What follows belongs to an exercise in optimizing a design on an open flow for small area, a short achievable clock period and few clock cycles; a production flow would make more cautious choices. Where RTL was checked, it was by simulation tests only, not by an equivalence proof against the original. For runs 1 and 2, only the layout was checked, not whether the RTL still works. Power and IR drop assume default switching activity.

$ cat design/flow/flow/run.sh
#!/bin/bash
set -uo pipefail
export BUFFER_PORTS_ARGS="-buffer_cell sky130_fd_sc_hd__buf_1"
bash standard.sh SETUP_SLACK_MARGIN=7.5 finish > standard.log 2>&1
$ cat design/flow/standard.sh
#!/bin/bash
# synth_recipe.tcl (not shown) runs the flow's synth.tcl, then flattens the netlist and writes it again
# the make line also repeats each setting of config.mk as NAME=value (left out here)
make -C /OpenROAD-flow-scripts/flow DESIGN_CONFIG=/design/flow/config.mk WORK_HOME=/design/flow/orfs CLKGATE_MAP_FILE= SYNTH_SCRIPT=/design/flow/synth_recipe.tcl "${@:-finish}"
$ cat design/flow/config.mk
export PLATFORM = sky130hd
export DESIGN_NAME = half_dot_v_m
export DESIGN_NICKNAME = half_dot_v_m
export VERILOG_FILES = /design/flow/design.v
export SDC_FILE = /design/flow/constraint.sdc
export NUM_CORES = 8
export LEC_CHECK = 0
export CAP_MARGIN = 20
export CORE_AREA = 100 100 600 600
export DIE_AREA = 0 0 700 700
export SLEW_MARGIN = 20
$ cat design/flow/constraint.sdc
create_clock -name core_clock -period 11.0 [get_ports {clk}]
set_input_delay 2.2000 -clock core_clock [delete_from_list [all_inputs] [get_ports {clk}]]
set_output_delay 2.2000 -clock core_clock [all_outputs]
set_load 0.01 [all_outputs]
$ cat design/flow/design.v
module hdvm_lzc12(
input [11:0] a,
output reg [3:0] c
);
integer i;
always @* begin
  c = 4'd12;
  for (i = 0; i < 12; i = i + 1)
    if (a[i]) c = 11 - i;
end
endmodule
module hdvm_tzc10(
input [9:0] a,
output reg [3:0] c
);
integer i;
always @* begin
  c = 4'd10;
  for (i = 9; i >= 0; i = i - 1)
    if (a[i]) c = i;
end
endmodule
module hdvm_add_s1(
input [15:0] a,
input [15:0] b,
output [11:0] x,
output [11:0] y,
output sticky,
output [4:0] emax,
output s,
output sub,
output near
);
wire [4:0] ea = a[14:10];
wire [4:0] eb = b[14:10];
wire az = ~|ea;
wire bz = ~|eb;
wire [10:0] ma = {1'b1, a[9:0]};
wire [10:0] mb = {1'b1, b[9:0]};
wire [5:0] dab = {1'b0, ea} - {1'b0, eb};
wire [5:0] dba = {1'b0, eb} - {1'b0, ea};
wire bgt = dab[5];
wire agt = dba[5];
wire [10:0] mbig = bgt ? mb : ma;
wire [10:0] msml = bgt ? ma : mb;
wire [4:0] d = bgt ? dba[4:0] : dab[4:0];
wire mgt = a[9:0] > b[9:0];
wire mlt = b[9:0] > a[9:0];
wire sdiff = a[15] ^ b[15];
assign s = ~sdiff ? a[15] : agt ? a[15] : bgt ? b[15] : mgt ? a[15] : mlt ? b[15] : 1'b0;
assign sub = sdiff & ~az & ~bz;
assign near = sub & (d[4:1] == 4'd0);
assign emax = (az & bz) ? 5'd0 : bgt ? eb : ea;
wire [11:0] yf = (d[4] | (d[3] & d[2])) ? 12'd1 : ({msml, 1'b0} >> d[3:0]);
wire [3:0] tza, tzb;
hdvm_tzc10 tzc_a(.a(a[9:0]), .c(tza));
hdvm_tzc10 tzc_b(.a(b[9:0]), .c(tzb));
wire [6:0] ka = {2'b0, ea} + {3'b0, tza} + 7'd2;
wire [6:0] kb = {2'b0, eb} + {3'b0, tzb} + 7'd2;
wire st_ab = (tzb != 4'd10) & ({2'b0, ea} >= kb);
wire st_ba = (tza != 4'd10) & ({2'b0, eb} >= ka);
wire stf = bgt ? st_ba : st_ab;
wire [11:0] d0ab = {1'b0, a[9:0], 1'b0} - {1'b0, b[9:0], 1'b0};
wire [11:0] d0ba = {1'b0, b[9:0], 1'b0} - {1'b0, a[9:0], 1'b0};
wire [11:0] d1ab = {ma, 1'b0} - {1'b0, mb};
wire [11:0] d1ba = {mb, 1'b0} - {1'b0, ma};
wire [11:0] d0 = mgt ? d0ab : d0ba;
wire [11:0] d1 = bgt ? d1ba : d1ab;
wire [11:0] nr = (ea == eb) ? d0 : d1;
assign x = near ? nr : (az & bz) ? 12'd0 : {mbig, 1'b0};
assign y = (near | az | bz) ? 12'd0 : yf;
assign sticky = ~near & ~az & ~bz & stf;
endmodule
module hdvm_add_s2(
input [11:0] x,
input [11:0] y,
input sticky,
input [4:0] emax,
input s,
input sub,
input near,
output [15:0] c
);
wire [12:0] r = sub ? ({1'b0, x} - {1'b0, y} - {12'd0, sticky}) : ({1'b0, x} + {1'b0, y});
reg [4:0] fexp;
reg [9:0] fman;
always @* begin
  if (~sub) begin
    if (r[12]) begin fexp = emax + 5'd1; fman = r[11:2]; end
    else begin fexp = emax; fman = r[10:1]; end
  end else begin
    if (r[11]) begin fexp = emax; fman = r[10:1]; end
    else begin fexp = emax - 5'd1; fman = r[9:0]; end
  end
end
wire [3:0] l;
hdvm_lzc12 lzc(.a(x), .c(l));
wire [11:0] xs = x << l;
wire [4:0] nexp = (x == 12'd0) ? 5'd0 : emax - {1'b0, l};
assign c = near ? {s, nexp, xs[10:1]} : {s, fexp, fman};
endmodule
module hdvm_mul_s1(
input [15:0] a,
input [15:0] b,
output [21:0] r0,
output [21:0] r1,
output [5:0] e,
output s,
output z
);
hdvm_mul_tree tree(.a(a[9:0]), .b(b[9:0]), .r0(r0), .r1(r1));
assign e = {1'b0, a[14:10]} + {1'b0, b[14:10]};
assign s = a[15] ^ b[15];
assign z = (a == 16'd0) | (b == 16'd0);
endmodule
module hdvm_mul_s2(
input [21:0] r0,
input [21:0] r1,
input [5:0] e,
input s,
input z,
output [15:0] c
);
wire [21:0] t = r0 + r1;
wire [6:0] en0 = {1'b0, e} - 7'd15;
wire [6:0] en1 = {1'b0, e} - 7'd14;
wire [15:0] c0 = (z | en0[6]) ? {s, 15'd0} : en0[5] ? {s, 15'h7fff} : {s, en0[4:0], t[19:10]};
wire [15:0] c1 = (z | en1[6]) ? {s, 15'd0} : en1[5] ? {s, 15'h7fff} : {s, en1[4:0], t[20:11]};
assign c = t[21] ? c1 : c0;
endmodule
module hdvm_mul_tree(input [9:0] a, input [9:0] b, output [21:0] r0, output [21:0] r1);
wire pp_0_0 = a[0] & b[0];
wire pp_0_1 = a[0] & b[1];
wire pp_0_2 = a[0] & b[2];
wire pp_0_3 = a[0] & b[3];
wire pp_0_4 = a[0] & b[4];
wire pp_0_5 = a[0] & b[5];
wire pp_0_6 = a[0] & b[6];
wire pp_0_7 = a[0] & b[7];
wire pp_0_8 = a[0] & b[8];
wire pp_0_9 = a[0] & b[9];
wire pp_1_0 = a[1] & b[0];
wire pp_1_1 = a[1] & b[1];
wire pp_1_2 = a[1] & b[2];
wire pp_1_3 = a[1] & b[3];
wire pp_1_4 = a[1] & b[4];
wire pp_1_5 = a[1] & b[5];
wire pp_1_6 = a[1] & b[6];
wire pp_1_7 = a[1] & b[7];
wire pp_1_8 = a[1] & b[8];
wire pp_1_9 = a[1] & b[9];
wire pp_2_0 = a[2] & b[0];
wire pp_2_1 = a[2] & b[1];
wire pp_2_2 = a[2] & b[2];
wire pp_2_3 = a[2] & b[3];
wire pp_2_4 = a[2] & b[4];
wire pp_2_5 = a[2] & b[5];
wire pp_2_6 = a[2] & b[6];
wire pp_2_7 = a[2] & b[7];
wire pp_2_8 = a[2] & b[8];
wire pp_2_9 = a[2] & b[9];
wire pp_3_0 = a[3] & b[0];
wire pp_3_1 = a[3] & b[1];
wire pp_3_2 = a[3] & b[2];
wire pp_3_3 = a[3] & b[3];
wire pp_3_4 = a[3] & b[4];
wire pp_3_5 = a[3] & b[5];
wire pp_3_6 = a[3] & b[6];
wire pp_3_7 = a[3] & b[7];
wire pp_3_8 = a[3] & b[8];
wire pp_3_9 = a[3] & b[9];
wire pp_4_0 = a[4] & b[0];
wire pp_4_1 = a[4] & b[1];
wire pp_4_2 = a[4] & b[2];
wire pp_4_3 = a[4] & b[3];
wire pp_4_4 = a[4] & b[4];
wire pp_4_5 = a[4] & b[5];
wire pp_4_6 = a[4] & b[6];
wire pp_4_7 = a[4] & b[7];
wire pp_4_8 = a[4] & b[8];
wire pp_4_9 = a[4] & b[9];
wire pp_5_0 = a[5] & b[0];
wire pp_5_1 = a[5] & b[1];
wire pp_5_2 = a[5] & b[2];
wire pp_5_3 = a[5] & b[3];
wire pp_5_4 = a[5] & b[4];
wire pp_5_5 = a[5] & b[5];
wire pp_5_6 = a[5] & b[6];
wire pp_5_7 = a[5] & b[7];
wire pp_5_8 = a[5] & b[8];
wire pp_5_9 = a[5] & b[9];
wire pp_6_0 = a[6] & b[0];
wire pp_6_1 = a[6] & b[1];
wire pp_6_2 = a[6] & b[2];
wire pp_6_3 = a[6] & b[3];
wire pp_6_4 = a[6] & b[4];
wire pp_6_5 = a[6] & b[5];
wire pp_6_6 = a[6] & b[6];
wire pp_6_7 = a[6] & b[7];
wire pp_6_8 = a[6] & b[8];
wire pp_6_9 = a[6] & b[9];
wire pp_7_0 = a[7] & b[0];
wire pp_7_1 = a[7] & b[1];
wire pp_7_2 = a[7] & b[2];
wire pp_7_3 = a[7] & b[3];
wire pp_7_4 = a[7] & b[4];
wire pp_7_5 = a[7] & b[5];
wire pp_7_6 = a[7] & b[6];
wire pp_7_7 = a[7] & b[7];
wire pp_7_8 = a[7] & b[8];
wire pp_7_9 = a[7] & b[9];
wire pp_8_0 = a[8] & b[0];
wire pp_8_1 = a[8] & b[1];
wire pp_8_2 = a[8] & b[2];
wire pp_8_3 = a[8] & b[3];
wire pp_8_4 = a[8] & b[4];
wire pp_8_5 = a[8] & b[5];
wire pp_8_6 = a[8] & b[6];
wire pp_8_7 = a[8] & b[7];
wire pp_8_8 = a[8] & b[8];
wire pp_8_9 = a[8] & b[9];
wire pp_9_0 = a[9] & b[0];
wire pp_9_1 = a[9] & b[1];
wire pp_9_2 = a[9] & b[2];
wire pp_9_3 = a[9] & b[3];
wire pp_9_4 = a[9] & b[4];
wire pp_9_5 = a[9] & b[5];
wire pp_9_6 = a[9] & b[6];
wire pp_9_7 = a[9] & b[7];
wire pp_9_8 = a[9] & b[8];
wire pp_9_9 = a[9] & b[9];
wire n1 = pp_0_9 ^ pp_1_8;
wire n2 = pp_0_9 & pp_1_8;
wire n3 = pp_1_9 ^ pp_2_8 ^ pp_3_7;
wire n4 = (pp_1_9 & pp_2_8) | (pp_1_9 & pp_3_7) | (pp_2_8 & pp_3_7);
wire n5 = pp_4_6 ^ pp_5_5;
wire n6 = pp_4_6 & pp_5_5;
wire n7 = pp_2_9 ^ pp_3_8 ^ pp_4_7;
wire n8 = (pp_2_9 & pp_3_8) | (pp_2_9 & pp_4_7) | (pp_3_8 & pp_4_7);
wire n9 = pp_5_6 ^ pp_6_5;
wire n10 = pp_5_6 & pp_6_5;
wire n11 = pp_3_9 ^ pp_4_8 ^ pp_5_7;
wire n12 = (pp_3_9 & pp_4_8) | (pp_3_9 & pp_5_7) | (pp_4_8 & pp_5_7);
wire n13 = pp_0_6 ^ pp_1_5;
wire n14 = pp_0_6 & pp_1_5;
wire n15 = pp_0_7 ^ pp_1_6 ^ pp_2_5;
wire n16 = (pp_0_7 & pp_1_6) | (pp_0_7 & pp_2_5) | (pp_1_6 & pp_2_5);
wire n17 = pp_3_4 ^ pp_4_3;
wire n18 = pp_3_4 & pp_4_3;
wire n19 = pp_0_8 ^ pp_1_7 ^ pp_2_6;
wire n20 = (pp_0_8 & pp_1_7) | (pp_0_8 & pp_2_6) | (pp_1_7 & pp_2_6);
wire n21 = pp_3_5 ^ pp_4_4 ^ pp_5_3;
wire n22 = (pp_3_5 & pp_4_4) | (pp_3_5 & pp_5_3) | (pp_4_4 & pp_5_3);
wire n23 = pp_6_2 ^ pp_7_1;
wire n24 = pp_6_2 & pp_7_1;
wire n25 = n1 ^ pp_2_7 ^ pp_3_6;
wire n26 = (n1 & pp_2_7) | (n1 & pp_3_6) | (pp_2_7 & pp_3_6);
wire n27 = pp_4_5 ^ pp_5_4 ^ pp_6_3;
wire n28 = (pp_4_5 & pp_5_4) | (pp_4_5 & pp_6_3) | (pp_5_4 & pp_6_3);
wire n29 = pp_7_2 ^ pp_8_1 ^ pp_9_0;
wire n30 = (pp_7_2 & pp_8_1) | (pp_7_2 & pp_9_0) | (pp_8_1 & pp_9_0);
wire n31 = n2 ^ n3 ^ n5;
wire n32 = (n2 & n3) | (n2 & n5) | (n3 & n5);
wire n33 = pp_6_4 ^ pp_7_3 ^ pp_8_2;
wire n34 = (pp_6_4 & pp_7_3) | (pp_6_4 & pp_8_2) | (pp_7_3 & pp_8_2);
wire n35 = pp_9_1 ^ a[0] ^ b[0];
wire n36 = (pp_9_1 & a[0]) | (pp_9_1 & b[0]) | (a[0] & b[0]);
wire n37 = n4 ^ n6 ^ n7;
wire n38 = (n4 & n6) | (n4 & n7) | (n6 & n7);
wire n39 = n9 ^ pp_7_4 ^ pp_8_3;
wire n40 = (n9 & pp_7_4) | (n9 & pp_8_3) | (pp_7_4 & pp_8_3);
wire n41 = pp_9_2 ^ a[1] ^ b[1];
wire n42 = (pp_9_2 & a[1]) | (pp_9_2 & b[1]) | (a[1] & b[1]);
wire n43 = n8 ^ n10 ^ n11;
wire n44 = (n8 & n10) | (n8 & n11) | (n10 & n11);
wire n45 = pp_6_6 ^ pp_7_5 ^ pp_8_4;
wire n46 = (pp_6_6 & pp_7_5) | (pp_6_6 & pp_8_4) | (pp_7_5 & pp_8_4);
wire n47 = pp_9_3 ^ a[2] ^ b[2];
wire n48 = (pp_9_3 & a[2]) | (pp_9_3 & b[2]) | (a[2] & b[2]);
wire n49 = n12 ^ pp_4_9 ^ pp_5_8;
wire n50 = (n12 & pp_4_9) | (n12 & pp_5_8) | (pp_4_9 & pp_5_8);
wire n51 = pp_6_7 ^ pp_7_6 ^ pp_8_5;
wire n52 = (pp_6_7 & pp_7_6) | (pp_6_7 & pp_8_5) | (pp_7_6 & pp_8_5);
wire n53 = pp_9_4 ^ a[3] ^ b[3];
wire n54 = (pp_9_4 & a[3]) | (pp_9_4 & b[3]) | (a[3] & b[3]);
wire n55 = pp_5_9 ^ pp_6_8 ^ pp_7_7;
wire n56 = (pp_5_9 & pp_6_8) | (pp_5_9 & pp_7_7) | (pp_6_8 & pp_7_7);
wire n57 = pp_8_6 ^ pp_9_5 ^ a[4];
wire n58 = (pp_8_6 & pp_9_5) | (pp_8_6 & a[4]) | (pp_9_5 & a[4]);
wire n59 = pp_6_9 ^ pp_7_8 ^ pp_8_7;
wire n60 = (pp_6_9 & pp_7_8) | (pp_6_9 & pp_8_7) | (pp_7_8 & pp_8_7);
wire n61 = pp_0_4 ^ pp_1_3;
wire n62 = pp_0_4 & pp_1_3;
wire n63 = pp_0_5 ^ pp_1_4 ^ pp_2_3;
wire n64 = (pp_0_5 & pp_1_4) | (pp_0_5 & pp_2_3) | (pp_1_4 & pp_2_3);
wire n65 = pp_3_2 ^ pp_4_1;
wire n66 = pp_3_2 & pp_4_1;
wire n67 = n13 ^ pp_2_4 ^ pp_3_3;
wire n68 = (n13 & pp_2_4) | (n13 & pp_3_3) | (pp_2_4 & pp_3_3);
wire n69 = pp_4_2 ^ pp_5_1 ^ pp_6_0;
wire n70 = (pp_4_2 & pp_5_1) | (pp_4_2 & pp_6_0) | (pp_5_1 & pp_6_0);
wire n71 = n14 ^ n15 ^ n17;
wire n72 = (n14 & n15) | (n14 & n17) | (n15 & n17);
wire n73 = pp_5_2 ^ pp_6_1 ^ pp_7_0;
wire n74 = (pp_5_2 & pp_6_1) | (pp_5_2 & pp_7_0) | (pp_6_1 & pp_7_0);
wire n75 = n16 ^ n18 ^ n19;
wire n76 = (n16 & n18) | (n16 & n19) | (n18 & n19);
wire n77 = n21 ^ n23 ^ pp_8_0;
wire n78 = (n21 & n23) | (n21 & pp_8_0) | (n23 & pp_8_0);
wire n79 = n20 ^ n22 ^ n24;
wire n80 = (n20 & n22) | (n20 & n24) | (n22 & n24);
wire n81 = n25 ^ n27 ^ n29;
wire n82 = (n25 & n27) | (n25 & n29) | (n27 & n29);
wire n83 = n26 ^ n28 ^ n30;
wire n84 = (n26 & n28) | (n26 & n30) | (n28 & n30);
wire n85 = n31 ^ n33 ^ n35;
wire n86 = (n31 & n33) | (n31 & n35) | (n33 & n35);
wire n87 = n32 ^ n34 ^ n36;
wire n88 = (n32 & n34) | (n32 & n36) | (n34 & n36);
wire n89 = n37 ^ n39 ^ n41;
wire n90 = (n37 & n39) | (n37 & n41) | (n39 & n41);
wire n91 = n38 ^ n40 ^ n42;
wire n92 = (n38 & n40) | (n38 & n42) | (n40 & n42);
wire n93 = n43 ^ n45 ^ n47;
wire n94 = (n43 & n45) | (n43 & n47) | (n45 & n47);
wire n95 = n44 ^ n46 ^ n48;
wire n96 = (n44 & n46) | (n44 & n48) | (n46 & n48);
wire n97 = n49 ^ n51 ^ n53;
wire n98 = (n49 & n51) | (n49 & n53) | (n51 & n53);
wire n99 = n50 ^ n52 ^ n54;
wire n100 = (n50 & n52) | (n50 & n54) | (n52 & n54);
wire n101 = n55 ^ n57 ^ b[4];
wire n102 = (n55 & n57) | (n55 & b[4]) | (n57 & b[4]);
wire n103 = n56 ^ n58 ^ n59;
wire n104 = (n56 & n58) | (n56 & n59) | (n58 & n59);
wire n105 = pp_9_6 ^ a[5] ^ b[5];
wire n106 = (pp_9_6 & a[5]) | (pp_9_6 & b[5]) | (a[5] & b[5]);
wire n107 = n60 ^ pp_7_9 ^ pp_8_8;
wire n108 = (n60 & pp_7_9) | (n60 & pp_8_8) | (pp_7_9 & pp_8_8);
wire n109 = pp_9_7 ^ a[6] ^ b[6];
wire n110 = (pp_9_7 & a[6]) | (pp_9_7 & b[6]) | (a[6] & b[6]);
wire n111 = pp_8_9 ^ pp_9_8 ^ a[7];
wire n112 = (pp_8_9 & pp_9_8) | (pp_8_9 & a[7]) | (pp_9_8 & a[7]);
wire n113 = pp_0_3 ^ pp_1_2;
wire n114 = pp_0_3 & pp_1_2;
wire n115 = n61 ^ pp_2_2 ^ pp_3_1;
wire n116 = (n61 & pp_2_2) | (n61 & pp_3_1) | (pp_2_2 & pp_3_1);
wire n117 = n62 ^ n63 ^ n65;
wire n118 = (n62 & n63) | (n62 & n65) | (n63 & n65);
wire n119 = n64 ^ n66 ^ n67;
wire n120 = (n64 & n66) | (n64 & n67) | (n66 & n67);
wire n121 = n68 ^ n70 ^ n71;
wire n122 = (n68 & n70) | (n68 & n71) | (n70 & n71);
wire n123 = n72 ^ n74 ^ n75;
wire n124 = (n72 & n74) | (n72 & n75) | (n74 & n75);
wire n125 = n76 ^ n78 ^ n79;
wire n126 = (n76 & n78) | (n76 & n79) | (n78 & n79);
wire n127 = n80 ^ n82 ^ n83;
wire n128 = (n80 & n82) | (n80 & n83) | (n82 & n83);
wire n129 = n84 ^ n86 ^ n87;
wire n130 = (n84 & n86) | (n84 & n87) | (n86 & n87);
wire n131 = n88 ^ n90 ^ n91;
wire n132 = (n88 & n90) | (n88 & n91) | (n90 & n91);
wire n133 = n92 ^ n94 ^ n95;
wire n134 = (n92 & n94) | (n92 & n95) | (n94 & n95);
wire n135 = n96 ^ n98 ^ n99;
wire n136 = (n96 & n98) | (n96 & n99) | (n98 & n99);
wire n137 = n100 ^ n102 ^ n103;
wire n138 = (n100 & n102) | (n100 & n103) | (n102 & n103);
wire n139 = n104 ^ n106 ^ n107;
wire n140 = (n104 & n106) | (n104 & n107) | (n106 & n107);
wire n141 = n108 ^ n110 ^ n111;
wire n142 = (n108 & n110) | (n108 & n111) | (n110 & n111);
wire n143 = n112 ^ pp_9_9 ^ a[8];
wire n144 = (n112 & pp_9_9) | (n112 & a[8]) | (pp_9_9 & a[8]);
wire n145 = pp_0_2 ^ pp_1_1;
wire n146 = pp_0_2 & pp_1_1;
wire n147 = n113 ^ pp_2_1 ^ pp_3_0;
wire n148 = (n113 & pp_2_1) | (n113 & pp_3_0) | (pp_2_1 & pp_3_0);
wire n149 = n114 ^ n115 ^ pp_4_0;
wire n150 = (n114 & n115) | (n114 & pp_4_0) | (n115 & pp_4_0);
wire n151 = n116 ^ n117 ^ pp_5_0;
wire n152 = (n116 & n117) | (n116 & pp_5_0) | (n117 & pp_5_0);
wire n153 = n118 ^ n119 ^ n69;
wire n154 = (n118 & n119) | (n118 & n69) | (n119 & n69);
wire n155 = n120 ^ n121 ^ n73;
wire n156 = (n120 & n121) | (n120 & n73) | (n121 & n73);
wire n157 = n122 ^ n123 ^ n77;
wire n158 = (n122 & n123) | (n122 & n77) | (n123 & n77);
wire n159 = n124 ^ n125 ^ n81;
wire n160 = (n124 & n125) | (n124 & n81) | (n125 & n81);
wire n161 = n126 ^ n127 ^ n85;
wire n162 = (n126 & n127) | (n126 & n85) | (n127 & n85);
wire n163 = n128 ^ n129 ^ n89;
wire n164 = (n128 & n129) | (n128 & n89) | (n129 & n89);
wire n165 = n130 ^ n131 ^ n93;
wire n166 = (n130 & n131) | (n130 & n93) | (n131 & n93);
wire n167 = n132 ^ n133 ^ n97;
wire n168 = (n132 & n133) | (n132 & n97) | (n133 & n97);
wire n169 = n134 ^ n135 ^ n101;
wire n170 = (n134 & n135) | (n134 & n101) | (n135 & n101);
wire n171 = n136 ^ n137 ^ n105;
wire n172 = (n136 & n137) | (n136 & n105) | (n137 & n105);
wire n173 = n138 ^ n139 ^ n109;
wire n174 = (n138 & n139) | (n138 & n109) | (n139 & n109);
wire n175 = n140 ^ n141 ^ b[7];
wire n176 = (n140 & n141) | (n140 & b[7]) | (n141 & b[7]);
wire n177 = n142 ^ n143 ^ b[8];
wire n178 = (n142 & n143) | (n142 & b[8]) | (n143 & b[8]);
wire n179 = n144 ^ a[9] ^ b[9];
wire n180 = (n144 & a[9]) | (n144 & b[9]) | (a[9] & b[9]);
assign r0 = {1'b0, n180, n178, n176, n174, n172, n170, n168, n166, n164, n162, n160, n158, n156, n154, n152, n150, n148, n146, n145, pp_0_1, pp_0_0};
assign r1 = {1'b0, 1'b1, n179, n177, n175, n173, n171, n169, n167, n165, n163, n161, n159, n157, n155, n153, n151, n149, n147, pp_2_0, pp_1_0, 1'b0};
endmodule
module hdvm_mac(
input clk,
input rstn,
input [15:0] v,
input [15:0] m,
input clear,
input wr0,
input wr1,
output reg [15:0] out0,
output reg [15:0] out1
);
wire [21:0] q0, q1;
wire [5:0] qe;
wire qs, qz;
hdvm_mul_s1 mul1(.a(v), .b(m), .r0(q0), .r1(q1), .e(qe), .s(qs), .z(qz));
reg [21:0] m_r0, m_r1;
reg [5:0] m_e;
reg m_s, m_z;
always @(posedge clk) begin
  m_r0 <= q0;
  m_r1 <= q1;
  m_e <= qe;
  m_s <= qs;
  m_z <= qz;
end
wire [15:0] prod;
hdvm_mul_s2 mul2(.r0(m_r0), .r1(m_r1), .e(m_e), .s(m_s), .z(m_z), .c(prod));
reg [15:0] p;
always @(posedge clk)
  p <= prod;
reg [15:0] acc_q;
wire [11:0] ax, ay;
wire [4:0] aemax;
wire asticky, as, asub, anear;
hdvm_add_s1 add1(.a(acc_q), .b(p), .x(ax), .y(ay), .sticky(asticky), .emax(aemax),
                 .s(as), .sub(asub), .near(anear));
reg [11:0] a_x, a_y;
reg [4:0] a_emax;
reg a_sticky, a_s, a_sub, a_near;
always @(posedge clk) begin
  a_x <= ax;
  a_y <= ay;
  a_emax <= aemax;
  a_sticky <= asticky;
  a_s <= as;
  a_sub <= asub;
  a_near <= anear;
end
wire [15:0] sum;
hdvm_add_s2 add2(.x(a_x), .y(a_y), .sticky(a_sticky), .emax(a_emax), .s(a_s),
                 .sub(a_sub), .near(a_near), .c(sum));
always @(posedge clk)
  acc_q <= clear ? 16'd0 : sum;
always @(posedge clk or negedge rstn)
  if (!rstn) begin
    out0 <= 16'd0;
    out1 <= 16'd0;
  end else begin
    if (wr0)
      out0 <= sum;
    if (wr1)
      out1 <= sum;
  end
endmodule
module hdvm_select #(
parameter N = 10
)(
input [N-1:0] sel,
input [16*N-1:0] d,
output reg [15:0] q
);
integer k;
always @* begin
  q = 16'd0;
  for (k = 0; k < N; k = k + 1)
    q = q | (d[16*k +: 16] & {16{sel[k]}});
end
endmodule
module half_dot_v_m(
input rstn,
input clk,
input start,
input [159:0] vector,
input [1599:0] matrix,
output done,
output [159:0] vector_out
);
reg [19:0] sel;
always @(posedge clk)
  if (!rstn)
    sel <= 20'd1;
  else if (start)
    sel <= 20'd2;
  else if (!sel[0])
    sel <= {sel[18:0], sel[19]};
wire fetch = start | ~sel[0];
wire [9:0] row_sel;
wire col_sel = |(sel & 20'haaaaa);
genvar i, j;
generate
  for (i = 0; i < 10; i = i + 1) begin : rows
    assign row_sel[i] = sel[2*i] | sel[2*i+1];
  end
endgenerate
wire [15:0] v_mux;
wire [15:0] m_mux [0:4];
hdvm_select #(.N(10)) vsel(.sel(row_sel), .d(vector), .q(v_mux));
generate
  for (j = 0; j < 5; j = j + 1) begin : msel
    wire [319:0] d;
    for (i = 0; i < 20; i = i + 1) begin : e
      assign d[16*i +: 16] = matrix[16*(10*(i/2) + 2*j + (i%2)) +: 16];
    end
    hdvm_select #(.N(20)) s(.sel(sel), .d(d), .q(m_mux[j]));
  end
endgenerate
reg [15:0] op_v;
reg [15:0] op_m [0:4];
integer u;
always @(posedge clk) begin
  op_v <= v_mux;
  for (u = 0; u < 5; u = u + 1)
    op_m[u] <= m_mux[u];
end
reg [3:0] tag_op, tag_m, tag_p, tag_a;
always @(posedge clk)
  if (!rstn) begin
    tag_op <= 4'd0;
    tag_m <= 4'd0;
    tag_p <= 4'd0;
    tag_a <= 4'd0;
  end else begin
    tag_op <= {fetch, row_sel[0], row_sel[9], col_sel};
    tag_m <= tag_op;
    tag_p <= tag_m;
    tag_a <= tag_p;
  end
wire clear = tag_m[2];
wire wr0 = tag_a[3] & tag_a[1] & ~tag_a[0];
wire wr1 = tag_a[3] & tag_a[1] & tag_a[0];
reg done_q;
always @(posedge clk)
  if (!rstn | start)
    done_q <= 1'b0;
  else if (wr1)
    done_q <= 1'b1;
assign done = done_q;
genvar g;
generate
  for (g = 0; g < 5; g = g + 1) begin : unit
    hdvm_mac mac(
      .clk(clk),
      .rstn(rstn),
      .v(op_v),
      .m(op_m[g]),
      .clear(clear),
      .wr0(wr0),
      .wr1(wr1),
      .out0(vector_out[32*g +: 16]),
      .out1(vector_out[32*g+16 +: 16])
    );
  end
endgenerate
endmodule
==> summary.txt, run 1 <==
WORST SETUP PATH
-------------------------------------------------------------------------------------
Worst setup path class                                                     reg -> out
Critical path's slowest cell                                             sky130_fd_sc_hd__dfrtp_2
Top Family by Delay on Critical Path                                       flip-flops
Category of the worst setup path capture point                           primary output
Worst reg2reg endpoint                                                   unit[3].mac.a_x[3]
Worst Path Max Fanout                                                               2
Cell Chain, Critical Path                                                       buf_6
Logic depth of the worst path, buffers included                                     1
Endpoint arrival time on the critical path                                    1.39 ns
Worst setup path startpoint                                              unit[4].mac.out1[4]
Startpoint kind of the worst setup timing path                               register
Cells on worst reg2reg path                                                        13
Critical path required time                                                   8.80 ns
CP Buf/Inv Count                                                                    1
Maximum cell stage delay along the critical path                              0.46 ns
Reg2reg start                                                            unit[3].mac.p[11]
Register-to-register setup slack                                              7.51 ns

ROUTE
-------------------------------------------------------------------------------------
Total detailed-routing wirelength                                           832000 um
Via/cell ratio                                                                   6.03
Drt pass-1 iters                                                                    7
Number of nets with antenna violations after detailed routing                       3
Total via count after detailed routing                                          96.1k
Average routed wire per standard cell                                         52.2 um
Count of routing violations after the opening detailed-route iteration          13.2k
DR DRC count                                                                        0

STA
-------------------------------------------------------------------------------------
Number of pins with negative max-slew slack in the final report                     0
Hold Violations, Final                                                              0
Relative max-transition margin                                                  17.1%
Shortest period the worst path allows                                         3.59 ns
RSZ-0062 raised after global routing                                             true
Achievable clock frequency                                                    279 MHz
Setup skew after layout                                                     0.0428 ns
Final period utilization                                                        32.6%
Worst-margin pin slew                                                         1.24 ns
Total Neg Setup Slack                                                            0 ns
Setup violation total in the final timing report                                    0

GLOBAL ROUTE
-------------------------------------------------------------------------------------
Gr usage total                                                                  29.4%
Overflow left after global routing                                                  0
First-pass GRT wire length                                                 1000000 um
Antenna violations before repair                                                 1446
Largest net degree at the start of global routing                                  80
Vias in the first global route                                                  83.1k

CTS
-------------------------------------------------------------------------------------
TritonCTS clock tree                                                            built
H-tree levels                                                                       3
Maximum root-to-sink buffer count                                                   3
Clk sink count                                                                    851
Root cell of the clock tree                                              sky130_fd_sc_hd__clkbuf_16
Clock Latency Late Sink                                                       0.77 ns
Cts hold-fix bufs                                                                   0
CTS buffer count                                                                  101
Clock Pin Slew Worst Setup and Hold Paths                                     0.07 ns

PLACEMENT
-------------------------------------------------------------------------------------
HPWL after DPL                                                              729000 um
Area post-placement                                                         91600 um2
Gpl congestion                                                                   1.06
Count of input and output buffers                                                1923

YOSYS
-------------------------------------------------------------------------------------
Synth cell types                                                                  109
EDFF count, synth                                                                   0
Cells after Synth                                                                9577
Cell Area, Synth                                                            81300 um2
Count of warnings emitted by yosys                                                  9
Mapped Nets                                                                     12.6k
Fraction of the yosys area taken by sequential cells                            21.9%
Async set-reset flop share out of synthesis                                     18.8%
Main synth FF type                                                       sky130_fd_sc_hd__dfxtp_1
Synthesized flop and latch total                                                  851
Mean post-synth cell area                                                    8.49 um2

MIN PATH
-------------------------------------------------------------------------------------
Hold path start                                                          unit[1].mac.m_s
Sink of the worst hold path                                              unit[1].mac.p[15]
Number of instances on the worst hold path                                          0
Class of the most critical hold timing path                                reg -> reg

FINISH
-------------------------------------------------------------------------------------
Layout overhead on the synthesized area                                         27.4%
Final layout net count                                                          14.4k
Multi-input combinational cell area                                         59500 um2
Area taken by flip-flops and latches                                        18200 um2
Share of cells above drive strength 1                                           11.8%
Post-route design area                                                     104000 um2
Layout fillers                                                                  25.9k

PWR
-------------------------------------------------------------------------------------
Combinational share of power                                                    73.2%
Leakage power summed over all cells                                           42.7 nW
Clk pwr share                                                                   10.2%
Worst voltage drop across the vdd grid                                     0.000194 V
Sw Ratio                                                                        52.3%
Flop pwr share                                                                  16.6%
Power density relative to cell area                                        339 nW/um2
Internal power                                                                16.7 mW
Net switching component of the power                                          18.4 mW

FLOORPLANNING
-------------------------------------------------------------------------------------
Placeable Area                                                             249000 um2
Initial Utilization                                                             32.7%
Placement row count                                                               183
Die Outline Area                                                           490000 um2
IO Count                                                                         1924
DIE HEIGHT                                                                     700 um
Die X-Extent                                                                   700 um

RUN STATUS
-------------------------------------------------------------------------------------
Blocking Checks                                                          antenna rules
Result of the run                                                        complete, but fails checks

FLOW RUN
-------------------------------------------------------------------------------------
Number of max-cap violations                                                        0

how the worst max path moves through the flow:
stage | to | slack, ns
6_report | vector_out[148] | 7.41
2_1_floorplan | unit[0].mac.m_r1[11] | 7.51
4_1_cts | vector_out[34] | 7.32
3_5_place_dp | unit[3].mac.out1[14] | 6.82
5_1_grt | vector_out[55] | 7.39
3_3_place_gp | unit[3].mac.out1[14] | 6.82
layout by cell type (no fill, tap or decap), types with 101 or more instances in the layout:
master,Yosys,final
sky130_fd_sc_hd__mux2i_1,211,205
sky130_fd_sc_hd__dfxtp_1,691,518
sky130_fd_sc_hd__a221oi_1,355,351
sky130_fd_sc_hd__dfxtp_2,0,101
sky130_fd_sc_hd__a21o_1,127,124
sky130_fd_sc_hd__clkbuf_16,0,112
sky130_fd_sc_hd__nand4_1,137,137
sky130_fd_sc_hd__buf_4,4,308
sky130_fd_sc_hd__a21oi_1,484,451
sky130_fd_sc_hd__diode_2,0,1089
sky130_fd_sc_hd__a22o_1,352,351
sky130_fd_sc_hd__nand3_1,122,119
sky130_fd_sc_hd__buf_6,6,166
sky130_fd_sc_hd__and2_1,386,384
sky130_fd_sc_hd__xnor2_1,232,226
sky130_fd_sc_hd__nor2_1,643,634
sky130_fd_sc_hd__buf_1,63,1761
sky130_fd_sc_hd__inv_1,956,908
sky130_fd_sc_hd__nor3_1,163,155
sky130_fd_sc_hd__fa_1,465,453
sky130_fd_sc_hd__ha_1,745,693
sky130_fd_sc_hd__o21ai_0,417,372
sky130_fd_sc_hd__a22oi_1,223,219
sky130_fd_sc_hd__and3_1,130,127
sky130_fd_sc_hd__dfrtp_1,160,159
sky130_fd_sc_hd__xor2_1,134,131
sky130_fd_sc_hd__nand2_1,642,634
timing repair:
item                       4_1_cts  5_1_grt
pin swaps                       27      106
cloned                          10       13
setup buffers                  106      128
resized for setup              765      412
setup endpoints to repair      596      536
layer usage:
layer	GRT usage (%)	wire, um
met5	0	6060
met4	15.6	53500
met3	23.8	150000
met2	43.7	351000
met1	28.6	271000
synth_stat cells, drive strengths merged, types with 16 or more instances:
cell type | instances | share of area, %
and2 | 386 | 3.0
nor3 | 167 | 1.1
o21a | 54 | 0.51
o211ai | 96 | 0.89
inv | 962 | 4.4
o21bai | 29 | 0.27
nand2b | 94 | 0.72
o21ai | 429 | 2.6
nor2b | 108 | 0.84
nand3b | 19 | 0.18
o311ai | 16 | 0.18
mux2i | 215 | 2.7
nand2 | 643 | 3.0
dfrtp | 160 | 4.9
o31ai | 63 | 0.58
fa | 465 | 11
nor4 | 64 | 0.49
a22o | 352 | 3.8
nor3b | 17 | 0.16
clkbuf | 443 | 2.0
or2 | 36 | 0.28
nand3 | 122 | 0.75
or3 | 34 | 0.27
and3 | 130 | 1.0
a211oi | 78 | 0.75
a31oi | 69 | 0.53
a22oi | 223 | 2.1
a2111oi | 22 | 0.24
xnor2 | 233 | 2.5
xor2 | 134 | 1.4
o22ai | 85 | 0.66
a221oi | 359 | 3.9
nor2 | 646 | 3.0
a31o | 19 | 0.20
a21o | 127 | 1.2
a21oi | 485 | 3.0
mux4 | 31 | 0.86
dfxtp | 691 | 17
nand4 | 137 | 1.1
buf | 98 | 0.56
a211o | 19 | 0.20
mux2 | 51 | 0.71
ha | 745 | 11
o2111ai | 24 | 0.26
sequential cells by signal (all words and copies together), names as in the netlist, 16 cells and up:
register / cells
unit.mac.m_r0: 100
op_m: 80
unit.mac.out0: 80
op_v: 16
unit.mac.m_r1: 95
unit.mac.out1: 80
unit.mac.acc_q: 80
unit.mac.a_emax: 25
sel: 20
unit.mac.p: 80
unit.mac.a_x: 60
unit.mac.a_y: 60
unit.mac.m_e: 30
cells by family after synthesis:
family          after synthesis  synth area share [%]
xor+xnor                    367                  3.96
flops                       851                  21.9
buf+inv                    1507                  7.07
compound gates             2714                  23.8
simple gates               2630                  16.1
fa+ha+maj                  1211                  22.9
mux                         297                  4.26
per-stage QoR:
| stage | std cells | hold slack [ns] | util, % | setup WS [ns] | power [mW] |
|---|---|---|---|---|---|
| after CTS | 14700 | 0.327 | 39.5 | 7.32 | 33.0 |
| after global placement | 14400 | 0.311 | 36.8 | 6.82 | 28.3 |
| after detailed placement | 14400 | 0.312 | 36.8 | 6.82 | 28.3 |
| final | 15900 | 0.327 | 41.7 | 7.41 | 35.1 |
| after global routing | 15200 | 0.332 | 40.9 | 7.39 | 37.5 |
| after floorplan | 9577 | 0.310 | - | 7.51 | 21.7 |
final cells by class:
| cell class | count | area share, % |
|---|---|---|
| Inverter | 966 | 3.55 |
| Clock buffer | 126 | 2.67 |
| Antenna cell | 1089 | 2.63 |
| Clock inverter | 63 | 0.675 |
| Sequential cell | 851 | 17.6 |
| Timing Repair Buffer | 2282 | 11.4 |
| Tap cell | 3330 | 4.02 |
| Multi-Input combinational cell | 7227 | 57.5 |
power groups by stage:
stage | combinational, mW | clock [mW] | sequential (mW)
CTS | 23.7 | 3.62 | 5.64
finish | 25.7 | 3.58 | 5.81
global placement | 22.6 | 0 | 5.66
global route | 27.9 | 3.74 | 5.86
detailed placement | 22.6 | 0 | 5.66
floorplan | 16.8 | 0 | 4.89
==> inputs of run 2 (changes only) <==
==> design/flow/flow/run.sh (replaced) <==
#!/bin/bash
set -uo pipefail
export BUFFER_PORTS_ARGS="-buffer_cell sky130_fd_sc_hd__buf_1"
bash standard.sh SETUP_SLACK_MARGIN=8.0 finish > standard.log 2>&1
==> run 2 against run 1 <==
Effect of this change:
- still fails the layout checks on antenna rules
- design area increased by 9.9%
- final cell count grew 3.4%
- critical path depth unchanged
- critical path type unchanged
- highest routed layer unchanged
==> summary.txt, run 2 <==
FINISH
-------------------------------------------------------------------------------------
Commonest cells after routing, fill and taps aside                       1760 x sky130_fd_sc_hd__buf_1, 729 x sky130_fd_sc_hd__inv_1, 613 x sky130_fd_sc_hd__ha_1
Final layout net count                                                          14.8k   +3.0%
Layout fillers                                                                  24.6k   -5.0%
Max reg flops                                                                     100   unchanged
Share of cells above drive strength 1                                           23.4%   +12 points
Commonest non-fill, non-tap cell in the layout                           sky130_fd_sc_hd__buf_1
Register with the highest flop count                                     unit.mac.m_r0
Biggest registers after layout                                           unit.mac.m_r0 x100, unit.mac.m_r1 x95
Layout overhead on the synthesized area                                         40.0%

STA
-------------------------------------------------------------------------------------
RSZ-0062 raised after global routing                                             true
Final period utilization                                                        32.7%   +0.077 points
Hold Violations, Final                                                              0   unchanged
Achievable clock frequency                                                    278 MHz   -0.24%
Setup violation total in the final timing report                                    0   unchanged
Setup skew after layout                                                     0.0950 ns   +0.0522 ns
Shortest period the worst path allows                                         3.60 ns   +0.00847 ns
Number of pins with negative max-slew slack in the final report                     0   unchanged
Total Neg Setup Slack                                                            0 ns   unchanged
Relative max-transition margin                                                  16.4%   -0.64 points
Worst-margin pin slew                                                         1.25 ns   +0.00957 ns

PWR
-------------------------------------------------------------------------------------
Worst voltage drop across the vdd grid                                     0.000234 V   +21%
Leakage power summed over all cells                                           46.1 nW   +7.9%
Power consumption                                                             41.1 mW   +17%
Power density relative to cell area                                        361 nW/um2   +6.7%

ROUTE
-------------------------------------------------------------------------------------
Drt pass-1 iters                                                                    6   -1
Total via count after detailed routing                                           100k   +4.2%
Count of routing violations after the opening detailed-route iteration          13.4k   +1.9%
Via/cell ratio                                                                   6.07   +0.71%
DR DRC count                                                                        0   unchanged
Average routed wire per standard cell                                         51.2 um   -1.9%
Total detailed-routing wirelength                                           844000 um   +1.5%
Number of nets with antenna violations after detailed routing                       1   -2

YOSYS
-------------------------------------------------------------------------------------
Main synth FF type                                                       sky130_fd_sc_hd__dfxtp_1
Dominant cells by area after synthesis                                   sky130_fd_sc_hd__dfxtp_1 17%, sky130_fd_sc_hd__ha_1 11%, sky130_fd_sc_hd__fa_1 11%
Async set-reset flop share out of synthesis                                     18.8%   unchanged
Synth cell types                                                                  109   unchanged
Dominant cell type by area after synthesis                               sky130_fd_sc_hd__dfxtp_1
Fraction of the yosys area taken by sequential cells                            21.9%   unchanged
EDFF count, synth                                                                   0   unchanged
Leading cell types by count after synthesis                              956 x sky130_fd_sc_hd__inv_1, 745 x sky130_fd_sc_hd__ha_1, 691 x sky130_fd_sc_hd__dfxtp_1, 643 x sky130_fd_sc_hd__nor2_1, 642 x sky130_fd_sc_hd__nand2_1
Count of warnings emitted by yosys                                                  9   unchanged
Share of the synthesized area in the top cell type                              17.0%   unchanged
Synthesized flop and latch total                                                  851   unchanged
Cells after Synth                                                                9577   unchanged
Cell Area, Synth                                                            81300 um2   unchanged
Mapped Nets                                                                     12.6k   unchanged
Most common cell in the synthesized netlist                              sky130_fd_sc_hd__inv_1
Mean post-synth cell area                                                    8.49 um2   unchanged

FLOORPLANNING
-------------------------------------------------------------------------------------
Die Outline Area                                                           490000 um2   unchanged
Placement row count                                                               183   unchanged
Die X-Extent                                                                   700 um   unchanged
Initial Utilization                                                             32.7%   unchanged
IO Count                                                                         1924   unchanged
DIE HEIGHT                                                                     700 um   unchanged
Placeable Area                                                             249000 um2   unchanged

WORST SETUP PATH
-------------------------------------------------------------------------------------
Endpoint arrival time on the critical path                                    1.40 ns   about the same
Critical path's slowest cell                                             sky130_fd_sc_hd__dfrtp_1
Worst setup path class                                                     reg -> out
Worst Path Max Fanout                                                               2   unchanged
Register-to-register setup slack                                              7.48 ns   -0.03 ns
Top Family by Delay on Critical Path                                       flip-flops
Cell Chain, Critical Path                                                       buf_6
Maximum cell stage delay along the critical path                              0.42 ns   -0.04 ns
CP Buf/Inv Count                                                                    1   unchanged
Startpoint kind of the worst setup timing path                               register
Category of the worst setup path capture point                           primary output
Critical path required time                                                   8.80 ns   about the same

RUN STATUS
-------------------------------------------------------------------------------------
Blocking Checks                                                          antenna rules
Result of the run                                                        complete, but fails checks

PLACEMENT
-------------------------------------------------------------------------------------
Count of input and output buffers                                                1923   unchanged
HPWL after DPL                                                              721000 um   -1.2%
Gpl congestion                                                                   1.07   +0.92%

CTS
-------------------------------------------------------------------------------------
Clock Latency Late Sink                                                       0.82 ns   +0.05 ns
Clk sink count                                                                    851   unchanged
H-tree levels                                                                       3   unchanged
CTS buffer count                                                                  104   +3.0%
Cts hold-fix bufs                                                                   0   unchanged
TritonCTS clock tree                                                            built
Maximum root-to-sink buffer count                                                   3   unchanged
Clock Pin Slew Worst Setup and Hold Paths                                     0.06 ns   about the same
Root cell of the clock tree                                              sky130_fd_sc_hd__clkbuf_16

GLOBAL ROUTE
-------------------------------------------------------------------------------------
Routing usage on met2                                                           44.2%   +0.48 points
Layer with the highest usage                                                     met2
First-pass GRT wire length                                                 1020000 um   +1.6%
Overflow left after global routing                                                  0   unchanged
Gr usage total                                                                  29.8%   +0.35 points
Global-route track usage on met1                                                27.8%   -0.81 points
Antenna violations before repair                                                 1382   -4.4%
Largest net degree at the start of global routing                                  80   unchanged
Vias in the first global route                                                  86.3k   +3.9%
Met3 capacity usage during global routing                                       25.3%   +1.5 points

MIN PATH
-------------------------------------------------------------------------------------
Class of the most critical hold timing path                                reg -> reg

FLOW RUN
-------------------------------------------------------------------------------------
Number of max-cap violations                                                        0   unchanged

==> run 2: per-layer routing <==
metal | wire, um | share of wire [%]
met1 | 270000 | 32
met2 | 361000 | 43
met3 | 153000 | 18
met4 | 54300 | 6.4
met5 | 5350 | 0.63
==> run 2: final timing paths <==
check                                        to  cells past startpoint           startpoint
hold / removal                unit[1].mac.p[15]                      0      unit[1].mac.m_s
max in group asynchronous  unit[1].mac.out0[13]                      3                 rstn
setup reg to reg           unit[1].mac.out0[11]                     13   unit[1].mac.a_x[0]
setup / recovery                  vector_out[7]                      1  unit[0].mac.out0[7]
min in group asynchronous   unit[3].mac.out1[3]                      1                 rstn
hold reg to reg               unit[1].mac.p[15]                      0      unit[1].mac.m_s
==> run 2: stage by stage <==
stage	area, um2	utilization [%]	std cells	setup WS (ns)	hold WS, ns
global placement	92200	37.1	14400	6.90	0.311
floorplan	82100	-	9577	7.79	0.310
global route	112000	45.0	15700	7.37	0.330
detailed placement	92200	37.1	14400	6.90	0.312
finish	114000	45.8	16500	7.40	0.328
CTS	106000	42.5	15100	7.33	0.327
==> run 2: cell families after synthesis <==
group | Yosys count | synth area share (%)
compound gates | 2714 | 23.8
fa+ha+maj | 1211 | 22.9
flops | 851 | 21.9
simple gates | 2630 | 16.1
xor+xnor | 367 | 3.96
mux | 297 | 4.26
buf+inv | 1507 | 7.07
==> run 2: area by class of cell <==
class	count	area, um2	share of cell area (%)
diodes	1201	3010	2.64
clock buffers	131	2900	2.55
clock inverters	64	707	0.621
inverters	966	3770	3.32
multi-input cells	7232	64300	56.5
flip-flops and latches	851	18600	16.3
well taps	3330	4170	3.66
repair buffers	2704	16400	14.4
==> run 2: repair_timing <==
action,in CTS,in global routing
endpoints found under the setup margin,802,683
endpoints found under the hold margin,0,0
pin swaps,384,400
buffers inserted,430,214
cloned,36,13
gates resized for setup,1827,875
==> run 2: where the power goes <==
part           total (mW)  internal [mW]  switching (mW)
logic                31.6           14.0            17.5
registers            5.91           4.31            1.59
clock network        3.66           2.01            1.65
==> inputs of run 3 (changes only) <==
--- a/design/flow/design.v
+++ b/design/flow/design.v
@@ -414,7 +414,6 @@
 endmodule
 module hdvm_mac(
 input clk,
-input rstn,
 input [15:0] v,
 input [15:0] m,
 input clear,
@@ -463,18 +462,13 @@
 wire [15:0] sum;
 hdvm_add_s2 add2(.x(a_x), .y(a_y), .sticky(a_sticky), .emax(a_emax), .s(a_s),
                  .sub(a_sub), .near(a_near), .c(sum));
-always @(posedge clk)
+always @(posedge clk) begin
   acc_q <= clear ? 16'd0 : sum;
-always @(posedge clk or negedge rstn)
-  if (!rstn) begin
-    out0 <= 16'd0;
-    out1 <= 16'd0;
-  end else begin
-    if (wr0)
-      out0 <= sum;
-    if (wr1)
-      out1 <= sum;
-  end
+  if (wr0)
+    out0 <= sum;
+  if (wr1)
+    out1 <= sum;
+end
 endmodule
 module hdvm_select #(
 parameter N = 10
@@ -564,7 +558,6 @@
   for (g = 0; g < 5; g = g + 1) begin : unit
     hdvm_mac mac(
       .clk(clk),
-      .rstn(rstn),
       .v(op_v),
       .m(op_m[g]),
       .clear(clear),
==> design/flow/flow/run.sh (replaced) <==
#!/bin/bash
set -uo pipefail
export BUFFER_PORTS_ARGS="-buffer_cell sky130_fd_sc_hd__buf_1"
bash standard.sh SETUP_SLACK_MARGIN=7.3 finish > standard.log 2>&1
==> run 3 against run 2 <==
Effect of this change:
- the layout fails its checks (antenna rules, slew limit)
- utilization fell by 6.3 points
- setup slack worse by 0.074 ns
- synthesized area decreased by 2.3%
- fmax shrank 2.0%
- routed wire length down 4.6%
- clock power fell by 1%
- sequential cell count unchanged
- critical endpoint is now vector_out[114]
- largest power group unchanged
==> summary.txt, run 3 <==
FINISH
-------------------------------------------------------------------------------------
Share of cells above drive strength 1                                           6.96%   -16 points
Layout fillers                                                                  26.6k   +8.0%
Register with the highest flop count                                     unit.mac.m_r0
Commonest cells after routing, fill and taps aside                       1920 x sky130_fd_sc_hd__buf_1, 936 x sky130_fd_sc_hd__inv_1, 739 x sky130_fd_sc_hd__ha_1
Layout overhead on the synthesized area                                         23.6%
Commonest non-fill, non-tap cell in the layout                           sky130_fd_sc_hd__buf_1
Final layout net count                                                          13.8k   -6.7%
Biggest registers after layout                                           unit.mac.m_r0 x100, unit.mac.m_r1 x95
Max reg flops                                                                     100   unchanged

PWR
-------------------------------------------------------------------------------------
Sw Ratio                                                                        51.9%   +1.4 points
Internal power                                                                16.3 mW   -20%
Leakage power summed over all cells                                           39.3 nW   -15%
Worst voltage drop across the vdd grid                                     0.000200 V   -14%
Power density relative to cell area                                        344 nW/um2   -4.7%
Flop pwr share                                                                  18.0%   +3.6 points
Clk pwr share                                                                   10.7%   +1.8 points
Power consumption                                                             33.8 mW   -18%
Combinational share of power                                                    71.4%   -5.3 points
Net switching component of the power                                          17.6 mW   -16%

MIN PATH
-------------------------------------------------------------------------------------
Number of instances on the worst hold path                                          0   unchanged
Class of the most critical hold timing path                                reg -> reg
Hold path start                                                          unit[0].mac.m_s
Sink of the worst hold path                                              unit[0].mac.p[15]

WORST SETUP PATH
-------------------------------------------------------------------------------------
Top Family by Delay on Critical Path                                       flip-flops
Maximum cell stage delay along the critical path                              0.49 ns   +0.07 ns
Worst Path Max Fanout                                                               1   -1
Endpoint arrival time on the critical path                                    1.47 ns   +0.07 ns
Register-to-register setup slack                                              7.34 ns   -0.14 ns
Startpoint kind of the worst setup timing path                               register
Cells on worst reg2reg path                                                        10   -3
Cell Chain, Critical Path                                                       buf_6
Critical path required time                                                   8.80 ns   about the same
Category of the worst setup path capture point                           primary output
Worst setup path class                                                     reg -> out
Critical path's slowest cell                                             sky130_fd_sc_hd__edfxtp_1
CP Buf/Inv Count                                                                    1   unchanged
Worst reg2reg endpoint                                                   unit[2].mac.p[8]
Reg2reg start                                                            unit[2].mac.m_r1[8]

ROUTE
-------------------------------------------------------------------------------------
Drt pass-1 iters                                                                    7   +1
DR DRC count                                                                        0   unchanged
Total detailed-routing wirelength                                           805000 um   -4.6%
Average routed wire per standard cell                                         52.4 um   +2.4%
Total via count after detailed routing                                          90.8k   -9.3%
Number of nets with antenna violations after detailed routing                       1   unchanged
Via/cell ratio                                                                   5.91   -2.6%
Count of routing violations after the opening detailed-route iteration          11.5k   -14%

YOSYS
-------------------------------------------------------------------------------------
EDFF count, synth                                                                 160   +160
Mean post-synth cell area                                                    8.69 um2   +2.4%
Most common cell in the synthesized netlist                              sky130_fd_sc_hd__inv_1
Xor and xnor fraction of the mapped netlist area                                4.07%   +0.11 points
Main synth FF type                                                       sky130_fd_sc_hd__dfxtp_1
Synth cell types                                                                  106   -2.8%
Dominant cell type by area after synthesis                               sky130_fd_sc_hd__dfxtp_1
Compound-Gate Fraction of Synth Area                                            23.0%   -0.82 points
Cell Area, Synth                                                            79500 um2   -2.3%
Count of warnings emitted by yosys                                                  9   unchanged
Largest family of logic cells by synthesized area                         adder cells
Async set-reset flop share out of synthesis                                        0%   -19 points
Synthesized-area fraction occupied by and/or/nand/nor cells                     15.3%   -0.74 points
Fraction of the yosys area taken by sequential cells                            23.5%   +1.5 points
Dominant cells by area after synthesis                                   sky130_fd_sc_hd__dfxtp_1 17%, sky130_fd_sc_hd__ha_1 12%, sky130_fd_sc_hd__fa_1 12%
Mapped Nets                                                                     12.1k   -3.5%
Post-synthesis mux area share                                                   3.78%   -0.49 points
Cells after Synth                                                                9139   -4.6%
Share of the synthesized area in the top cell type                              17.4%   +0.40 points
Area share of fa/ha/maj cells after synthesis                                   23.5%   +0.55 points
Synthesized flop and latch total                                                  851   unchanged
Leading cell types by count after synthesis                              952 x sky130_fd_sc_hd__inv_1, 745 x sky130_fd_sc_hd__ha_1, 691 x sky130_fd_sc_hd__dfxtp_1, 574 x sky130_fd_sc_hd__nor2_1, 503 x sky130_fd_sc_hd__a21oi_1

GLOBAL ROUTE
-------------------------------------------------------------------------------------
Gr usage total                                                                  28.6%   -1.2 points
Largest net degree at the start of global routing                                  62   -23%
First-pass GRT wire length                                                  970000 um   -4.8%
Antenna violations before repair                                                 1410   +2.0%
Overflow left after global routing                                                  0   unchanged
Vias in the first global route                                                  79.8k   -7.6%

STA
-------------------------------------------------------------------------------------
Worst hold slack across all endpoints                                        0.317 ns   -0.0110 ns
Setup violation total in the final timing report                                    0   unchanged
Final period utilization                                                        33.4%   +0.67 points
Number of pins with negative max-slew slack in the final report                     1   +1
Worst-margin pin slew                                                         1.53 ns   +0.274 ns
Worst-case setup margin in the final layout                                   7.33 ns   -0.0742 ns
RSZ-0062 raised after global routing                                             true
Relative max-transition margin                                                 -1.80%   -18 points
Setup skew after layout                                                     0.0613 ns   -0.0337 ns
Achievable clock frequency                                                    272 MHz   -2.0%
Total Neg Setup Slack                                                            0 ns   unchanged
Shortest period the worst path allows                                         3.67 ns   +0.0742 ns
Hold Violations, Final                                                              0   unchanged

FLOORPLANNING
-------------------------------------------------------------------------------------
Die Outline Area                                                           490000 um2   unchanged
Initial Utilization                                                             32.0%   -0.74 points
IO Count                                                                         1924   unchanged
Die X-Extent                                                                   700 um   unchanged
Placement row count                                                               183   unchanged
Placeable Area                                                             249000 um2   unchanged
DIE HEIGHT                                                                     700 um   unchanged

CTS
-------------------------------------------------------------------------------------
Clk sink count                                                                    851   unchanged
Maximum root-to-sink buffer count                                                   3   unchanged
Clock Pin Slew Worst Setup and Hold Paths                                     0.07 ns   about the same
TritonCTS clock tree                                                            built
CTS buffer count                                                                  100   -3.8%
Root cell of the clock tree                                              sky130_fd_sc_hd__clkbuf_16
Clock Latency Late Sink                                                       0.81 ns   about the same
Cts hold-fix bufs                                                                   0   unchanged
H-tree levels                                                                       3   unchanged

FLOW RUN
-------------------------------------------------------------------------------------
Number of max-cap violations                                                        0   unchanged

RUN STATUS
-------------------------------------------------------------------------------------
Blocking Checks                                                          antenna rules, slew limit
Result of the run                                                        complete, but fails checks

PLACEMENT
-------------------------------------------------------------------------------------
HPWL after DPL                                                              710000 um   -1.5%
Gpl congestion                                                                   1.03   -3.3%
Count of input and output buffers                                                1923   unchanged
Placement-stage worst setup slack                                             6.70 ns   -0.204 ns

run 3: cell types whose count changed after synthesis, moves of 65 or more:
cell and change:
sky130_fd_sc_hd__edfxtp_1 +160, sky130_fd_sc_hd__nor2b_1 +65, sky130_fd_sc_hd__dfrtp_1 -160, sky130_fd_sc_hd__nand2_1 -161, sky130_fd_sc_hd__o21ai_0 -93, sky130_fd_sc_hd__nor2_1 -69
run 3: through the flow:
| step | instance area (um2) | std cells | utilization, % |
|---|---|---|---|
| after floorplan | 79500 | 9139 | - |
| after global placement | 90000 | 14000 | 36.2 |
| after detailed placement | 90000 | 14000 | 36.2 |
| after CTS | 94100 | 14200 | 37.9 |
| after global routing | 97200 | 14900 | 39.1 |
| final | 98200 | 15300 | 39.5 |
run 3: how the worst max path moves through the flow:
stage	end	slack, ns	cells after the start	startpoint
after floorplan	unit[4].mac.m_r1[11]	7.33	10	op_v[1]
after global placement	unit[1].mac.a_x[3]	6.74	13	unit[1].mac.p[11]
after detailed placement	unit[0].mac.a_y[9]	6.70	14	unit[0].mac.p[11]
after CTS	vector_out[114]	7.26	1	unit[3].mac.out1[2]
after global routing	unit[3].mac.p[11]	7.24	11	unit[3].mac.m_r1[8]
final	vector_out[114]	7.33	1	unit[3].mac.out1[2]
run 3: cells by family (layout without fill, tap and decap cells):
logic type | count (synthesis) | after routing
and+or+nand+nor | 2398 | 2400
muxes | 286 | 286
xor gates and xnor gates | 367 | 367
adders and majority gates | 1212 | 1212
other | 0 | 1069
buffers and inverters | 1458 | 3267
AOI/OAI and AO/OA | 2567 | 2567
DFF | 851 | 851
run 3: per-layer routing:
layer	GRT usage, %	vias to the layer above	wire (um)
li1	-	37500	-
met2	43.8	6597	353000
met4	17.3	730	56400
met3	19.3	2793	124000
met5	0.715	-	5230
met1	28.0	43200	266000
run 3: area by class of cell:
class                   count  area (um2)  share of cell area [%]
inverters                 961        3630                    3.69
well taps                3330        4170                    4.24
diodes                   1069        2680                    2.72
clock inverters            65         752                   0.766
multi-input cells        6832       56300                    57.3
clock buffers             122        2760                    2.81
flip-flops and latches    851       18800                    19.2
repair buffers           2119        9120                    9.28
run 3: power by group through the flow:
| stage | clock network [mW] | logic (mW) | registers, mW |
|---|---|---|---|
| 2_1_floorplan | 0 | 16.5 | 5.28 |
| 3_3_place_gp | 0 | 22.3 | 6.00 |
| 3_5_place_dp | 0 | 22.3 | 6.00 |
| 4_1_cts | 3.66 | 22.8 | 5.96 |
| 5_1_grt | 3.77 | 26.4 | 6.15 |
| 6_report | 3.61 | 24.1 | 6.08 |
run 3: repair_timing:
item                       4_1_cts  5_1_grt
setup endpoints to repair      319      294
gates resized for setup        126      225
setup buffers                   16       52
pin swaps                        8       35
cloned                           2        8
Testbench counts of run 3, summed over its fixed seeds: cycles 43,200.
==> inputs of run 4 (changes only) <==
==> design/flow/flow/run.sh (replaced) <==
#!/bin/bash
set -uo pipefail
export BUFFER_PORTS_ARGS="-buffer_cell sky130_fd_sc_hd__buf_1"
bash standard.sh SETUP_SLACK_MARGIN=7.4 finish > standard.log 2>&1
--- a/design/flow/config.mk
+++ b/design/flow/config.mk
@@ -6,6 +6,6 @@
 export NUM_CORES = 8
 export LEC_CHECK = 0
 export CAP_MARGIN = 20
-export CORE_AREA = 100 100 600 600
+export CORE_AREA = 125 125 575 575
 export DIE_AREA = 0 0 700 700
 export SLEW_MARGIN = 20
==> run 4 against run 3 <==
Effect of this change:
- the run now finishes clean
- sequential power up 2%
- global-route usage up 1.8 points
- critical endpoint is now unit[1].mac.a_sticky
- largest cell class unchanged
- highest routed layer unchanged
- clock power about the same
- synthesized cell count unchanged
==> summary.txt, run 4 <==
RUN STATUS
-------------------------------------------------------------------------------------
Result of the run                                                        finished clean

CTS
-------------------------------------------------------------------------------------
H-tree levels                                                                       3   unchanged
Clk sink count                                                                    851   unchanged
Maximum root-to-sink buffer count                                                   3   unchanged
Clock Latency Late Sink                                                       0.78 ns   -0.03 ns
CTS buffer count                                                                   98   -2.0%
TritonCTS clock tree                                                            built

YOSYS
-------------------------------------------------------------------------------------
Count of warnings emitted by yosys                                                  9   unchanged
Main synth FF type                                                       sky130_fd_sc_hd__dfxtp_1
Synth cell types                                                                  106   unchanged
Cell Area, Synth                                                            79500 um2   unchanged
Xor and xnor fraction of the mapped netlist area                                4.07%   unchanged
Compound-Gate Fraction of Synth Area                                            23.0%   unchanged
Most common cell in the synthesized netlist                              sky130_fd_sc_hd__inv_1
Mean post-synth cell area                                                    8.69 um2   unchanged
Mapped Nets                                                                     12.1k   unchanged
Leading cell types by count after synthesis                              952 x sky130_fd_sc_hd__inv_1, 745 x sky130_fd_sc_hd__ha_1, 691 x sky130_fd_sc_hd__dfxtp_1, 574 x sky130_fd_sc_hd__nor2_1, 503 x sky130_fd_sc_hd__a21oi_1
Largest family of logic cells by synthesized area                         adder cells
EDFF count, synth                                                                 160   unchanged
Post-synthesis mux area share                                                   3.78%   unchanged
Synthesized flop and latch total                                                  851   unchanged
Synthesized-area fraction occupied by and/or/nand/nor cells                     15.3%   unchanged
Dominant cell type by area after synthesis                               sky130_fd_sc_hd__dfxtp_1
Area share of fa/ha/maj cells after synthesis                                   23.5%   unchanged

FLOORPLANNING
-------------------------------------------------------------------------------------
Placement row count                                                               165   -9.8%
Initial Utilization                                                             39.4%   +7.4 points
Placeable Area                                                             202000 um2   -19%
Die X-Extent                                                                   700 um   unchanged
Die Outline Area                                                           490000 um2   unchanged
DIE HEIGHT                                                                     700 um   unchanged

WORST SETUP PATH
-------------------------------------------------------------------------------------
Cells on worst reg2reg path                                                        17   +7
Worst setup path class                                                     reg -> reg
Register-to-register setup slack                                              7.35 ns   about the same
Critical path required time                                                  11.61 ns   +2.81 ns
Worst reg2reg endpoint                                                   unit[1].mac.a_sticky
Reg2reg start                                                            unit[1].mac.acc_q[8]
Endpoint arrival time on the critical path                                    4.26 ns   +2.79 ns
Worst Path Max Fanout                                                               5   +4
Startpoint kind of the worst setup timing path                               register
Category of the worst setup path capture point                               register

GLOBAL ROUTE
-------------------------------------------------------------------------------------
Largest net degree at the start of global routing                                  84   +35%
Overflow left after global routing                                                  0   unchanged
Vias in the first global route                                                  83.2k   +4.3%
First-pass GRT wire length                                                 1040000 um   +7.3%

FINISH
-------------------------------------------------------------------------------------
Register with the highest flop count                                     unit.mac.m_r0
Final layout net count                                                          13.8k   -0.12%
Layout fillers                                                                  20.1k   -25%
Commonest non-fill, non-tap cell in the layout                           sky130_fd_sc_hd__buf_1
Max reg flops                                                                     100   unchanged
Commonest cells after routing, fill and taps aside                       1768 x sky130_fd_sc_hd__buf_1, 926 x sky130_fd_sc_hd__inv_1, 728 x sky130_fd_sc_hd__ha_1
Biggest registers after layout                                           unit.mac.m_r0 x100, unit.mac.m_r1 x95

ROUTE
-------------------------------------------------------------------------------------
Total detailed-routing wirelength                                           871000 um   +8.3%
Number of nets with antenna violations after detailed routing                       0   -1
Via/cell ratio                                                                   6.59   +11%
Total via count after detailed routing                                          95.9k   +5.6%
Count of routing violations after the opening detailed-route iteration          14.2k   +24%
DR DRC count                                                                        0   unchanged

STA
-------------------------------------------------------------------------------------
Hold Violations, Final                                                              0   unchanged
Relative max-transition margin                                                  14.4%   +16 points
Achievable clock frequency                                                    274 MHz   +0.50%
Setup skew after layout                                                     0.0697 ns   +0.00836 ns
Shortest period the worst path allows                                         3.65 ns   -0.0182 ns
Number of pins with negative max-slew slack in the final report                     0   -1
Final period utilization                                                        33.2%   -0.17 points

PLACEMENT
-------------------------------------------------------------------------------------
Gpl congestion                                                                   1.07   +3.9%
Count of input and output buffers                                                1923   unchanged

PWR
-------------------------------------------------------------------------------------
Worst voltage drop across the vdd grid                                     0.000264 V   +32%
Power consumption                                                             35.1 mW   +3.7%

MIN PATH
-------------------------------------------------------------------------------------
Class of the most critical hold timing path                                reg -> reg
Number of instances on the worst hold path                                          0   unchanged

FLOW RUN
-------------------------------------------------------------------------------------
Number of max-cap violations                                                        0   unchanged

## run 4: cell counts after synthesis
No cell type changed its count.
## run 4: critical path, stage by stage (launching register included)
cell                        delay (ns)
sky130_fd_sc_hd__dfxtp_1          0.43
sky130_fd_sc_hd__inv_1            0.13
sky130_fd_sc_hd__a211oi_2         0.30
sky130_fd_sc_hd__nor3_1           0.09
sky130_fd_sc_hd__o311ai_2         0.34
sky130_fd_sc_hd__ha_1             0.18
sky130_fd_sc_hd__inv_1            0.04
sky130_fd_sc_hd__ha_1             0.21
sky130_fd_sc_hd__fa_1             0.56
sky130_fd_sc_hd__inv_1            0.05
sky130_fd_sc_hd__ha_1             0.25
sky130_fd_sc_hd__nor2b_1          0.12
sky130_fd_sc_hd__o21ai_0          0.17
sky130_fd_sc_hd__nand2b_1         0.08
sky130_fd_sc_hd__a21oi_1          0.20
sky130_fd_sc_hd__a2111oi_2        0.06
sky130_fd_sc_hd__a21oi_2          0.25
sky130_fd_sc_hd__nor2_1           0.08
## run 4: final cells by class
type	instances	area, um2	area share [%]
Antenna cell	952	2380	2.43
Sequential cell	851	18900	19.4
Multi-Input combinational cell	6832	56800	58.0
Tap cell	2672	3340	3.42
Inverter	961	3640	3.72
Timing Repair Buffer	2104	9240	9.44
Clock buffer	119	2640	2.70
Clock inverter	65	870	0.889
## run 4: kinds of logic (layout without fill, tap and decap cells)
kind of cell	Yosys count	in the layout
AO/OA/AOI/OAI	2567	2567
XOR/XNOR	367	367
adder cells (fa/ha/maj)	1212	1212
buffers and inverters	1458	3249
flip-flops	851	851
multiplexers	286	286
other	0	952
AND/OR/NAND/NOR	2398	2400
## run 4: routing by layer
metal	GRT usage (%)	share of wire, %
met3	24.8	19
met1	28.0	31
met5	1.80	0.60
met4	16.2	6.9
met2	46.6	43
## run 4: timing repair
action / CTS / global route
gates cloned: 3 / 12
resized for setup: 389 / 297
setup buffers: 34 / 34
hold buffers: 0 / 0
setup endpoints to repair: 524 / 336
pin swaps: 21 / 56
hold endpoints to repair: 0 / 0
## run 4: worst max path at each step
stage / slack [ns] / cells past startpoint / start / to
after floorplan: 7.40 / 11 / op_v[2] / unit[0].mac.m_r1[11]
after global placement: 6.30 / 13 / unit[1].mac.p[11] / unit[1].mac.a_x[10]
after detailed placement: 6.34 / 13 / unit[1].mac.p[11] / unit[1].mac.a_x[9]
after CTS: 7.29 / 1 / unit[3].mac.out0[7] / vector_out[103]
after global routing: 7.23 / 16 / unit[3].mac.a_sticky / unit[3].mac.acc_q[13]
final: 7.35 / 17 / unit[1].mac.acc_q[8] / unit[1].mac.a_sticky
## run 4: where the power goes
part / internal [mW] / total (mW) / switching (mW)
Clock: 2.05 / 3.61 / 1.56
Combinational: 9.98 / 25.3 / 15.3
Sequential: 4.60 / 6.19 / 1.59
## run 4: through the flow
stage / std cells / setup WS, ns / hold WS [ns] / cell area (um2) / utilization (%)
finish: 14600 / 7.35 / 0.325 / 97800 / 48.5
global route: 14000 / 7.23 / 0.344 / 96500 / 47.8
global placement: 13300 / 6.30 / 0.313 / 89000 / 44.1
CTS: 13600 / 7.29 / 0.323 / 93900 / 46.5
detailed placement: 13300 / 6.34 / 0.315 / 89100 / 44.1
floorplan: 9139 / 7.40 / 0.310 / 79500 / -

separate check: timing with driven ports:
No port has a modelled driver above. Below, the same layouts with a new extraction and two added sets of constraints. Step 1, drivers: a clkbuf_16 drives clk and a buf_2 each remaining input, both assumed. Step 2 also shifts input and output timing later by t, the mid clock arrival at the registers, as if the neighbouring blocks saw the same clock. Slacks: ideal / step 1 / step 2; pairs: ideal / step 1.
run	t (ns)	slack for setup (ns)
run 1	0.844	7.410 / 7.319 / 6.818
run 2	0.877	7.401 / 7.303 / 6.833
run 3	0.875	7.327 / 7.230 / 6.872
run 4	0.832	7.345 / 7.309 / 6.702
